This design comes from an exercise in tuning for small area on the open sky130 flow, not from production work. Only simulation tests tie the RTL to the original design; equivalence was not proved. The flow treats the clock pin as an ideal source, which a real chip does not have. Power and IR drop assume default switching activity.

Design top, start of the top module:
module top(
    input  wire clk, reset, raw_up, raw_down, raw_left, raw_right, raw_attack,
    output wire Hsync, Vsync,
    output wire [3:0] vgaRed,
    output wire [3:0] vgaGreen,
    output wire [3:0] vgaBlue,
    output wire [14:0] lives,
    output wire [3:0] an,
    output wire [6:0] seg
);
    wire game_tick, refresh_tick, active, hs, vs;
    wire [3:0] hc;
    wire [2:0] vc;
    bs_timing t(.clk(clk), .reset(reset), .game_tick(game_tick),
                .refresh_tick(refresh_tick), .active(active), .hsync(hs),
                .hc(hc), .vc(vc), .vs(vs));
    wire up, down, left, right, attack;
    bs_debounce d1(.clk(clk), .reset(reset), .ce(refresh_tick), .raw(raw_up),     .btn(up));
    bs_debounce d2(.clk(clk), .reset(reset), .ce(refresh_tick), .raw(raw_down),   .btn(down));
    bs_debounce d3(.clk(clk), .reset(reset), .ce(refresh_tick), .raw(raw_left),   .btn(left));
    bs_debounce d4(.clk(clk), .reset(reset), .ce(refresh_tick), .raw(raw_right),  .btn(right));
    bs_debounce d5(.clk(clk), .reset(reset), .ce(refresh_tick), .raw(raw_attack), .btn(attack));
    wire [2:0] dx, dy;
    bs_pos px(.clk(clk), .reset(reset), .tick(game_tick), .inc(right), .dec(left), .dpos(dx));
    bs_pos py(.clk(clk), .reset(reset), .tick(game_tick), .inc(down),  .dec(up),   .dpos(dy));
    wire [35:0] att;
    wire [3:0] miss;
  ...
export LEC_CHECK = 0
export CAP_MARGIN = 20
export CORE_MARGIN = 2
export CORE_UTILIZATION = 75
export SLEW_MARGIN = 20
create_clock -name core_clock -period 10.0 [get_ports {clk}]
standard.sh (not shown) runs the stock make flow with config.mk's settings and CLKGATE_MAP_FILE= SYNTH_SCRIPT=/design/flow/synth_recipe.tcl, a recipe that flattens the netlist after the stock synthesis.
==> flow/flow/run.sh <==
#!/bin/bash
# Own layout flow: the standard synthesis and ORFS flow, with
#  - the combinational logic of the synthesised netlist remapped for area by
#    yosys/abc (&deepsyn, several seeds in parallel, the smallest kept); the
#    registers are untouched black boxes;
#  - synthesis buffers removed and every logic cell set to its smallest drive
#    strength (POST_SYNTH hook); timing is repaired by the standard steps;
#  - port buffers of the smallest buffer cell; tie cells shared, not one per pin;
#  - CTS without dummy loads, with small clock buffers, each then downsized
#    while the flip-flop clock-pin slews stay below 115 ps (POST_CTS hook).
set -euo pipefail
W=$(pwd)
R="$W/orfs/results/sky130hd/top/base"
# liberty without the platform's dont-use cells
python3 "$W/flow/striplib.py" "$FLOW_HOME/platforms/sky130hd/lib/sky130_fd_sc_hd__tt_025C_1v80.lib" "$W/rmp.lib" 'lpflow|probe' > "$W/log_striplib.txt" 2>&1
KNOBS=(
  "POST_SYNTH_TCL=$W/flow/post_synth.tcl"
  "POST_CTS_TCL=$W/flow/post_cts.tcl"
  "SKIP_REPAIR_TIE_FANOUT=1"
  "BUFFER_PORTS_ARGS=-buffer_cell sky130_fd_sc_hd__buf_1"
  "CTS_ARGS=-sink_clustering_enable -repair_clock_nets -dont_use_dummy_load -buf_list {sky130_fd_sc_hd__clkbuf_2 sky130_fd_sc_hd__clkbuf_4 sky130_fd_sc_hd__clkbuf_8}"
)
bash standard.sh "${KNOBS[@]}" "$R/1_2_yosys.v" > "$W/log_synth_yosys.txt" 2>&1
cp "$R/1_2_yosys.v" "$W/std_1_2_yosys.v"

mkdir -p "$W/remap"
best=""; best_area=""
for s in 1 2 3 4; do
  printf 'strash\n&get -n\n&deepsyn -T 20 -S %s\n&dch -f\n&nf -R 1000\n&put\ntopo\n' "$s" > "$W/remap/s$s.abc"
  sed -e "s|@LIB@|$W/rmp.lib|g" -e "s|@IN@|$W/std_1_2_yosys.v|" -e "s|@TOP@|$FLOW_TOP|" \
      -e "s|@SCRIPT@|$W/remap/s$s.abc|" -e "s|@STAT@|$W/remap/s$s.stat|" -e "s|@OUT@|$W/remap/s$s.v|" \
      "$W/flow/remap.ys.in" > "$W/remap/s$s.ys"
  yosys -s "$W/remap/s$s.ys" > "$W/log_remap_s$s.txt" 2>&1 &
done
wait
for s in 1 2 3 4; do
  a=$(grep -o "Chip area for module '\\\\$FLOW_TOP': [0-9.]*" "$W/remap/s$s.stat" | awk '{print $NF}' || true)
  echo "seed $s area $a" >> "$W/log_remap_pick.txt"
  if [[ -n "$a" && -s "$W/remap/s$s.v" ]]; then
    if [[ -z "$best" ]] || awk -v a="$a" -v b="$best_area" 'BEGIN{exit !(a<b)}'; then best=$s; best_area=$a; fi
  fi
done
echo "picked seed $best area $best_area" >> "$W/log_remap_pick.txt"
if [[ -n "$best" ]]; then cp "$W/remap/s$best.v" "$R/1_2_yosys.v"; fi

bash standard.sh "${KNOBS[@]}" synth > "$W/log_synth.txt" 2>&1
bash standard.sh "${KNOBS[@]}" finish > "$W/log_finish.txt" 2>&1
==> flow/flow/post_cts.tcl <==
proc my_worst_clk_slew {} {
  set w 0.0
  foreach p [get_pins -hierarchical */CLK] {
    if {[catch {get_property $p slew_max} s]} { continue }
    if {$s > $w} { set w $s }
  }
  return $w
}
proc my_downsize_clock_buffers { limit } {
  estimate_parasitics -placement
  set n 0
  foreach inst [get_cells *] {
    if {[catch {get_lib_cells -of_objects $inst} lc] || $lc == "" || $lc == "NULL"} { continue }
    set m [get_name $lc]
    if {![string match sky130_fd_sc_hd__clkbuf_* $m]} { continue }
    set area [get_property $lc area]
    foreach cand {sky130_fd_sc_hd__clkbuf_1 sky130_fd_sc_hd__clkbuf_2 sky130_fd_sc_hd__clkbuf_4} {
      set clc [lindex [get_lib_cells */$cand] 0]
      if {[get_property $clc area] >= $area} { continue }
      replace_cell $inst $clc
      estimate_parasitics -placement
      if {[my_worst_clk_slew] <= $limit} {
        incr n
        break
      }
      replace_cell $inst $lc
      estimate_parasitics -placement
    }
  }
  puts "my_downsize_clock_buffers: downsized $n, worst clock slew [my_worst_clk_slew]"
}
my_downsize_clock_buffers 0.115
detailed_placement
check_placement -verbose
estimate_parasitics -placement
Other scripts of this flow, unchanged in this note and not shown: flow/flow/post_synth.tcl, flow/flow/remap.ys.in, flow/flow/striplib.py
The starting point finished with timing, DRC and antenna clean.
Change:
--- a/flow/flow/run.sh
+++ b/flow/flow/run.sh
@@ -9,3 +9,3 @@
 #  - CTS without dummy loads, with small clock buffers, each then downsized
-#    while the flip-flop clock-pin slews stay below 115 ps (POST_CTS hook).
+#    while the flip-flop clock-pin slews stay below 110 ps (POST_CTS hook).
 set -euo pipefail
--- a/flow/flow/post_cts.tcl
+++ b/flow/flow/post_cts.tcl
@@ -31,3 +31,3 @@
 }
-my_downsize_clock_buffers 0.115
+my_downsize_clock_buffers 0.110
 detailed_placement
--- a/flow/config.mk
+++ b/flow/config.mk
@@ -9,3 +9,3 @@
 export CORE_MARGIN = 2
-export CORE_UTILIZATION = 75
+export CORE_UTILIZATION = 60
 export SLEW_MARGIN = 20
After rerunning: Non-clock buffer count grows by 1. Power grows by 1.6%. Cell area grows by 0.37%. Clock-buffer cell count is unchanged. First-iteration DRC count shrinks by 18%. Synthesized cell count does not change. Fmax grows by 1.9%. Sequential share of layout area shrinks by 0.16 points. Worst setup slack gets better by 95 ps. Sequential power stays flat. Die area grows by 24%.

## what the ideal ports hide
How much do the figures lean on ideal ports? The routed layouts below were timed once more, with nothing changed but the port constraints. Step 1: set_driving_cell puts a clkbuf_16 on clk and a buf_2 on each other input, an assumption about the parent block. Step 2 also shifts input and output timing later by t, the mid clock arrival at the registers, as if the neighbouring blocks saw the same clock. Three values: no drivers, after step 1, after step 2; two values: the first two.
run | t (ns) | slack for setup (ns) | worst hold slack (ns) | worst setup path after step 2
the first run | 0.877 | 4.850 / 4.819 / 5.696 | 0.425 / 0.425 / 0.425 | register to output
the second run | 0.853 | 4.945 / 4.913 / 5.766 | 0.409 / 0.409 / 0.409 | register to output
After both steps setup and hold are still met in every run listed.
